This design comes from an exercise in tuning for small area on the open sky130 flow, not from production work.
Only simulation tests tie the RTL to the original design; equivalence was not proved.
Power figures rest on the tool's default switching activity, not on a simulated workload.

File: flow/flow/run.sh
#!/bin/bash
# Standard ORFS layout (the standard.sh) with smaller port buffers and a
# clock tree built from small clock buffers without dummy loads.
set -euo pipefail
export BUFFER_PORTS_ARGS="-buffer_cell sky130_fd_sc_hd__buf_1"
export CTS_ARGS="-sink_clustering_enable -repair_clock_nets -dont_use_dummy_load -sink_clustering_size 24 -buf_list {sky130_fd_sc_hd__clkbuf_8} -root_buf sky130_fd_sc_hd__clkbuf_8"
bash standard.sh > standard.log 2>&1
File: flow/design.v
module led_driver
(
	input wire[19:0] data_bny,
	input wire clk,rstn,
	input wire[5:0] dot,
	input wire neg,
	output wire ds,shcp,stcp,roe
);
reg[1:0] c4;
reg[3:0] pos;
reg[1:0] f3;
wire pos_end=(pos==4'd13);
always@(posedge clk or negedge rstn) begin
	if(!rstn) begin
		c4<=2'd0; pos<=4'd0; f3<=2'd0;
	end
	else begin
		c4<=c4+1'b1;
		if(c4==2'd3) begin
			pos<=pos_end?4'd0:pos+1'b1;
			if(pos_end) f3<=(f3==2'd2)?2'd0:f3+1'b1;
		end
	end
end
wire[7:0] ph={f3,pos,c4};
assign shcp=c4[1];
assign stcp=pos_end&&(c4==2'd3);
assign roe=1'b0;
reg[15:0] lf;
wire lf_end=(lf==16'hc09f);
always@(posedge clk or negedge rstn) begin
	if(!rstn) lf<=16'h813e;
	else lf<={lf[14:0],lf[15]^lf[14]^lf[12]^lf[3]^lf_end};
end
reg[2:0] idx;
always@(posedge clk or negedge rstn) begin
	if(!rstn) idx<=3'd0;
	else if(lf_end) idx<=(idx==3'd5)?3'd0:idx+1'b1;
end
wire cap=(ph=={2'd0,4'd0,2'd0})||(ph=={2'd0,4'd10,2'd2})||(ph=={2'd1,4'd7,2'd0});
wire cv_set=(ph=={2'd0,4'd0,2'd0})||(ph=={2'd1,4'd1,2'd2})||(ph=={2'd2,4'd3,2'd0});
wire cv_end=(ph=={2'd0,4'd5,2'd0})||(ph=={2'd1,4'd6,2'd2})||(ph=={2'd2,4'd8,2'd0});
wire clr=cv_set;
wire load=pos_end&&(c4==2'd1);
reg[19:0] bin;
always@(posedge clk) begin
	if(cap) bin<=data_bny;
	else bin<={bin[18:0],bin[19]};
end
reg conv;
always@(posedge clk or negedge rstn) begin
	if(!rstn) conv<=1'b0;
	else conv<=cv_set||(conv&&!cv_end);
end
reg[23:0] bcd;
wire[24:0] dd;
assign dd[0]=bin[19];
genvar k;
generate for(k=0;k<6;k=k+1) begin:g
	wire[3:0] d=bcd[4*k+3:4*k];
	wire ge5=d[3]|(d[2]&(d[1]|d[0]));
	wire m2=(d[2]&~d[1]&~d[0])|(d[3]&d[0]);
	wire m1=(d[1]&(~d[2]|d[0]))|(d[3]&~d[0]);
	wire m0=(~d[3]&~d[2]&d[0])|(d[2]&d[1]&~d[0])|(d[3]&~d[0]);
	assign dd[4*k+4:4*k+1]={ge5,m2,m1,m0};
end endgenerate
always@(posedge clk) begin
	if(clr) bcd<=24'd0;
	else if(conv) bcd<={dd[23:1],dd[0]};
end
wire[3:0] dg[0:5];
generate for(k=0;k<6;k=k+1) begin:gd
	assign dg[k]=bcd[4*k+3:4*k];
end endgenerate
wire[5:0] u={|dg[5]|dot[5],|dg[4]|dot[4],|dg[3]|dot[3],|dg[2]|dot[2],|dg[1]|dot[1],1'b1};
wire[5:0] uu={u[5],|u[5:4],|u[5:3],|u[5:2],|u[5:1],1'b1};	 
wire B=uu[idx];
wire A=(idx!=3'd0)&&uu[idx-1'b1];
wire na=neg&&A;
reg w3;
always@(posedge clk) w3<=na;
wire bdr=dot[idx];
wire minus=na&&!B;
wire all63=neg&&u[5];
reg en_f,minus_f,b7_f,valid;
reg[3:0] dig_f;
reg[2:0] idx_f;
always@(posedge clk) begin
	if(load) begin
		en_f<=B||(neg&&w3);
		minus_f<=minus;
		b7_f<=all63?bdr:(minus||!bdr);
		dig_f<=dg[idx];
		idx_f<=idx;
	end
end
always@(posedge clk or negedge rstn) begin
	if(!rstn) valid<=1'b0;
	else if(load) valid<=1'b1;
end
reg[6:0] seg;
always@(*) begin
	case(dig_f)
		4'd0: seg=7'h40;
		4'd1: seg=7'h79;
		4'd2: seg=7'h24;
		4'd3: seg=7'h30;
		4'd4: seg=7'h19;
		4'd5: seg=7'h12;
		4'd6: seg=7'h02;
		4'd7: seg=7'h78;
		4'd8: seg=7'h00;
		default: seg=7'h10;
	endcase
end
wire[6:0] lt=minus_f?7'h3f:seg;
reg bit_o;
always@(*) begin
	case(pos)
		4'd6: bit_o=b7_f;
		4'd7: bit_o=lt[6];
		4'd8: bit_o=lt[5];
		4'd9: bit_o=lt[4];
		4'd10: bit_o=lt[3];
		4'd11: bit_o=lt[2];
		4'd12: bit_o=lt[1];
		4'd13: bit_o=lt[0];
		default: bit_o=en_f&&(pos[2:0]==idx_f);
	endcase
end
reg ds_r;
always@(posedge clk or negedge rstn) begin
	if(!rstn) ds_r<=1'b0;
	else if(c4==2'd0) ds_r<=valid&&bit_o;
end
assign ds=ds_r;
endmodule
File: flow/constraint.sdc
create_clock -name core_clock -period 10.0 [get_ports {clk}]
set_input_delay 2.0000 -clock core_clock [delete_from_list [all_inputs] [get_ports {clk}]]
set_output_delay 2.0000 -clock core_clock [all_outputs]
set_load 0.01 [all_outputs]
File: flow/config.mk
export PLATFORM = sky130hd
export DESIGN_NAME = led_driver
export DESIGN_NICKNAME = led_driver
export VERILOG_FILES = /design/flow/design.v
export SDC_FILE = /design/flow/constraint.sdc
export NUM_CORES = 4
export LEC_CHECK = 0
export CAP_MARGIN = 20
export CORE_MARGIN = 2
export CORE_UTILIZATION = 40
export SLEW_MARGIN = 20
File: flow/standard.sh
#!/bin/bash
# synth_recipe.tcl (not shown) runs the flow's synth.tcl, then flattens the netlist and writes it again
# the make line also repeats each setting of config.mk as NAME=value (left out here)
make -C /OpenROAD-flow-scripts/flow DESIGN_CONFIG=/design/flow/config.mk WORK_HOME=/design/flow/orfs CLKGATE_MAP_FILE= SYNTH_SCRIPT=/design/flow/synth_recipe.tcl "${@:-finish}"
==> impl_metrics.tcl, run 1 <==
set metrics [dict create \
    dieWidth_um 108 \
    cts_buffers 9 \
    placedInstanceArea_mm2 0.00452 \
    postCtsHoldBufs 0 \
    ys_types 62 \
    hold_start "lf[1]" \
    final_cell_area_mm2 0.00466 \
    synthTopCellsByArea "dfxtp_1 (24%), dfrtp_1 (13%), edfxtp_1 (7.0%), ha_1 (4.6%), mux2_2 (4.4%)" \
    area_delta_synth_final_pct 7.95 \
    max_slew_margin_pct 37.7 \
    place_ws_ps 6560 \
    die_h_um 108 \
    status "timing/DRC/antenna clean" \
    nets 494 \
    ff2ff_path_depth 9 \
    p_per_area_mw_per_mm2 173 \
    syn-cell-area_mm2 0.00431 \
    drive_gt1_share_pct 11.6 \
    wl_um 8660 \
    start_kind "register" \
    p_total_uw 804 \
    hold_ws_ps 351 \
    worstReg2RegStart "idx[1]" \
    synth-seq-cells 92 \
    clk_pin_slew_ps 90 \
    cts_buffer_depth 2 \
    synth_top_area_cell "dfxtp_1" \
    leakagePower_nw 1.84 \
    path_class "register to output pin" \
    worstHoldPathType "register to register" \
    grt_pass1_vias 2995 \
    async_flop_share_pct 32.6 \
    yosysWarnings 1 \
    min_to "lf[2]" \
    portBuffers 31 \
    wire_per_inst_um 14.9 \
    tightestPinTransition_ps 934 \
    antenna_found_initial 0 \
    crit_fanout 15 \
    crit_start "pos[0]" \
    grt_usage_pct 15.5 \
    cts_tree "yes" \
    synthCells 425 \
    synth_common_cells "dfxtp_1 (52), nor2_1 (30), o21ai_0 (30), nand2_1 (27), a21oi_1 (25)" \
    clock_skew_ps 29.1 \
    period_share_pct 38.4 \
    initial_core_util_pct 41.4 \
    worst_skew_pair.late_latency_ps 350 \
    vias 3139 \
    syn_area_per_cell_um2 10.2 \
    synth_ff_type "dfxtp_1" \
    synth_top_area_share_pct 24.1 \
    max_freq_ghz 0.260 \
    drc 0 \
    setup_ws_ps 6160 \
    cts_resized 0 \
    drv_cap 0 \
    setup-violations-final 0 \
    grt_setup_unrepaired "false" \
    synth_edf_count 10 \
    place_hpwl_um 6100 \
    diodes 0 \
    vias_per_cell 5.38 \
    syn-num-nets 470 \
    cp-end-kind "output pin" \
    cts_root_buf "clkbuf_8" \
    grt_overflow 0 \
    cts.sinks 92 \
    grt_max_degree 31 \
    regToRegSetupSlack_ps 6930 \
    dieArea_mm2 0.0116 \
    tns_ps 0 \
    ant_nets 0 \
    yosysMostFrequentCell "dfxtp_1" \
    fin_crit_ps 3840 \
    gp_congestion 0.842 \
    final_hold_viol_count 0 \
    seq_area_frac_synth_pct 48.7 \
    h-tree-depth 3 \
    core_mm2 0.0104 \
    drt_iter0_markers 110 \
    placement_rows 37 \
    drt_first_pass_iters 4 \
    crit_required_ps 8000 \
    hold_depth 0 \
    worstPathArrival_ps 1840 \
    drv_slew 0 \
    io_pins 33 \
    ir_drop_mv 0.102 \
    post_cts_buffers 0 \
    grt_pass1_wl_um 14300 \
    timing.rr.end "seg[4]" \
]
[layout by cell type (no fill, tap or decap), types with 5 or more instances in the layout]
cell       n
or4b_2     5
mux2_2    17
a31oi_1    5
mux2_1     6
mux2i_1    9
nor2_1    30
o21ai_0   30
nor3_1    12
ha_1      16
xnor2_1    5
buf_1     30
nand3_1    8
inv_1     19
nand2b_1  10
nor3b_1    6
a21oi_1   25
nor4_1     6
edfxtp_1  10
dfrtp_1   23
dfstp_2    7
nor2b_1    6
nand2_1   27
clkbuf_8   9
a211oi_1  10
dfxtp_1   52
[how the worst max path moves through the flow]
stage                      end  slack (ps)  cells past startpoint
after floorplan           en_f        6740                      6
after global placement    en_f        6600                      7
after detailed placement  stcp        6560                      3
after CTS                 stcp        6170                      3
after global routing      stcp        6020                      3
final                     stcp        6160                      3
[kinds of logic after synthesis]
logic type | after synthesis | synth area share, %
xor gates and xnor gates | 7 | 1.42
AOI/OAI and AO/OA | 105 | 15.4
DFF | 92 | 48.7
and+or+nand+nor | 127 | 15.6
buffers and inverters | 41 | 4.12
adders and majority gates | 16 | 4.64
muxes | 36 | 10.1
other | 1 | 0.0869
[report_power, final]
part	switching, mW	internal, mW
sequential	0.0679	0.421
combinational	0.0587	0.0639
clock	0.112	0.0809
total	0.238	0.566
[critical path, cell delays in order (launching register included)]
cell and delay, ps:
dfrtp_1 730, nand2_1 200, nor3_1 360, buf_1 210
[flip-flops by register name, summed over array words and instances, names as in the netlist, 2 cells and up, named ones only]
name and flops:
idx 3, f3 2, bin 20, idx_f 3, seg 7, bcd 18
c4 2, lf 16, dig_f 4, pos 4
[area by class of cell]
cell class | count | area, um^2
sequential | 92 | 2100
multi-input combinational | 292 | 2050
timing repair buffer | 32 | 125
tap | 136 | 170
inverter | 22 | 82.6
fill | 1008 | 5760
clock buffer | 9 | 124
[per-stage QoR]
stage / utilization (%) / std cells
final: 44.7 / 583
after global routing: 44.7 / 583
after CTS: 44.6 / 583
after detailed placement: 43.4 / 574
after global placement: 43.4 / 574
after floorplan: - / 425
[routing by layer]
layer  routed length (um)  track usage, %
met2                 4200            24.3
met1                 4110            21.2
met4                  127            6.50
met5                    0               0
met3                  220            2.54
==> run 2: changes to the inputs <==
==> flow/run.sh (new file) <==
#!/bin/bash
# synth_recipe.tcl (not shown) runs the flow's synth.tcl, then flattens the netlist and writes it again
# the make line also repeats each setting of config.mk as NAME=value (left out here)
make -C /OpenROAD-flow-scripts/flow DESIGN_CONFIG=/design/flow/config.mk WORK_HOME=/design/flow/orfs CLKGATE_MAP_FILE= SYNTH_SCRIPT=/design/flow/synth_recipe.tcl finish
removed: flow/flow/run.sh
removed: flow/standard.sh
==> run 2 against run 1 <==
  * Largest power group unchanged
  * Largest cell class unchanged
  * Via count rose by 1.9%
  * Die area did not move
  * Clock power rose by 46%
  * Area after synthesis did not move
  * Still clean on timing, DRC and antenna
  * Wire length fell by 1.9%
  * Sequential share of layout area fell by 2.8 points
==> impl_metrics.tcl, run 2 <==
set metrics [dict create \
    synthTopCellsByArea "dfxtp_1 (24%), dfrtp_1 (13%), edfxtp_1 (7.0%), ha_1 (4.6%), mux2_2 (4.4%)" \
    drv_slew 0 \
    regArea_mm2 0.00210 \
    syn-cell-area_mm2 0.00431 \
    clk_pin_slew_ps 90 \
    period_share_pct 42.4 \
    wl_met1_um 4070 \
    cts_buffer_depth 2 \
    dr_wl_met2_um 3960 \
    leakagePower_nw 1.99 \
    start_kind "register" \
    status "timing/DRC/antenna clean" \
    mostFrequentLayoutCells "dfxtp_1 (52), clkdlybuf4s50_1 (31), nor2_1 (30), o21ai_0 (30), nand2_1 (27)" \
    syn_area_per_cell_um2 10.2 \
    yosysWarnings 1 \
    grt_overflow 0 \
    cts_tree "yes" \
    crit_fanout 15 \
    drt_first_pass_iters 5 \
    drt_iter0_markers 128 \
    wl_met3_um 319 \
    worstHoldPathType "register to register" \
    crit_required_ps 8000 \
    drc 0 \
    ant_nets 0 \
    top_register "bin" \
    reg.largest.list "bin: 20 flops, bcd: 18 flops, lf: 16 flops" \
    max_freq_ghz 0.236 \
    dieArea_mm2 0.0116 \
    area_delta_synth_final_pct 15.2 \
    clock_skew_ps 9.34 \
    ir_drop_mv 0.128 \
    gp_congestion 0.900 \
    tightestPinTransition_ps 873 \
    grt_setup_unrepaired "false" \
    vias 3200 \
    synth_top_area_share_pct 24.1 \
    drv_cap 0 \
    fin_crit_ps 4240 \
    layout.cells.non_filler 591 \
    grt_max_degree 31 \
    fill_cells 961 \
    h-tree-depth 3 \
    wl_um 8500 \
    place_ws_ps 6200 \
    wire_per_inst_um 14.4 \
    worstPathArrival_ps 2240 \
    initial_core_util_pct 41.4 \
    cp-end-kind "output pin" \
    largest_reg_flops 20 \
    post_cts_buffers 0 \
    cts.sinks 92 \
    antenna_found_initial 0 \
    async_flop_share_pct 32.6 \
    synth_ff_type "dfxtp_1" \
    cts_root_buf "clkbuf_8" \
    p_per_area_mw_per_mm2 181 \
    mostFrequentLayoutCell "dfxtp_1" \
    vias_per_cell 5.41 \
    synth_top_area_cell "dfxtp_1" \
    drive_gt1_share_pct 13.0 \
    cts_buffers 9 \
    die_h_um 108 \
    setup_ws_ps 5760 \
    grt_pass1_wl_um 14600 \
    syn-num-nets 470 \
    setup-violations-final 0 \
    cts_resized 0 \
    seq_area_frac_synth_pct 48.7 \
    max_slew_margin_pct 41.8 \
    maxUsedRoutingLayer "met4" \
    core_mm2 0.0104 \
    final_hold_viol_count 0 \
    synth_edf_count 10 \
    synthCells 425 \
    portBuffers 31 \
    yosysMostFrequentCell "dfxtp_1" \
    place_hpwl_um 5980 \
    synth_common_cells "dfxtp_1 (52), nor2_1 (30), o21ai_0 (30), nand2_1 (27), a21oi_1 (25)" \
    synth-seq-cells 92 \
    io_pins 33 \
    diodes 0 \
    multi_input_area_mm2 0.00205 \
    path_class "register to output pin" \
    dieWidth_um 108 \
    postCtsHoldBufs 0 \
    nets 495 \
    ys_types 62 \
    tns_ps 0 \
    grt_pass1_vias 3075 \
    grt_usage_pct 15.8 \
    placement_rows 37 \
    place_inst 575 \
    worst_skew_pair.late_latency_ps 360 \
]
==> run 2: critical path: stages (launching register included) <==
cell and delay, ps:
dfrtp_1 700, nand2_1 190, nor3_1 360, clkdlybuf4s50_1 630
==> run 2: routing by layer <==
layer / vias up / global-route usage, %
met4: 0 / 7.05
met2: 67 / 24.1
li1: 1590 / -
met3: 15 / 2.85
met1: 1528 / 21.7
met5: - / 0
==> run 2: where the power goes <==
part           switching [mW]  internal (mW)  total (mW)
Combinational          0.0585         0.0711       0.130
Sequential             0.0690          0.421       0.490
Clock                   0.133          0.148       0.281
==> run 2: final timing paths <==
| check | slack [ps] | start | cells after the start | endpoint |
|---|---|---|---|---|
| setup / recovery | 5760 | pos[0] | 3 | stcp |
| hold / removal | 360 | lf[4] | 0 | lf[5] |
| setup reg to reg | 6920 | idx[1] | 9 | seg[4] |
| hold reg to reg | 360 | lf[4] | 0 | lf[5] |
| max in group asynchronous | 7650 | rstn | 2 | lf[3] |
| min in group asynchronous | 2030 | rstn | 2 | valid |
==> run 2: final cells by class <==
cell class                 instances  area share (%)
sequential                        92            42.3
multi-input combinational        292            41.3
timing repair buffer              33            6.54
clock buffer                      11            3.50
tap                              136            3.42
inverter                          22            1.66
clock inverter                     5            1.28
==> run 2: kinds of logic (layout without fill, tap and decap cells) <==
logic type | count (synthesis) | after routing | share of synthesized area [%]
mux | 36 | 36 | 10.1
buf+inv | 41 | 71 | 4.12
xor+xnor | 7 | 7 | 1.42
other cells | 1 | 1 | 0.0869
fa+ha+maj | 16 | 16 | 4.64
flops | 92 | 92 | 48.7
compound gates | 105 | 105 | 15.4
simple gates | 127 | 127 | 15.6
==> run 2: stage by stage <==
stage / hold slack [ps] / cell area (um^2) / power [mW] / utilization (%)
global route: 371 / 4970 / 0.955 / 47.7
floorplan: 347 / 4310 / 0.571 / -
CTS: 368 / 4960 / 0.910 / 47.6
finish: 364 / 4970 / 0.901 / 47.7
detailed placement: 359 / 4720 / 0.626 / 45.3
global placement: 354 / 4720 / 0.619 / 45.3

what the ideal ports hide:
Ports are ideal in the flow. The routed layouts listed here were re-timed in OpenROAD.
Step 1 sets driving cells, clkbuf_16 on the clock port and buf_2 on the other inputs (assumed; they add their load-dependent delay and slew).
Step 2 also shifts input and output timing later by t, the mid clock arrival at the registers, as if the neighbouring blocks saw the same clock.
a / b / c = ideal ports / drivers / drivers and shift; a / b = the first two.
run | shift t [ns] | setup slack, ns | clock arrival spread, ns
run 1 | 0.370 | 6.158 / 6.125 / 6.495 | 0.030 / 0.030
run 2 | 0.384 | 5.764 / 5.731 / 6.115 | 0.011 / 0.011
After both steps setup and hold are still met in every run listed.
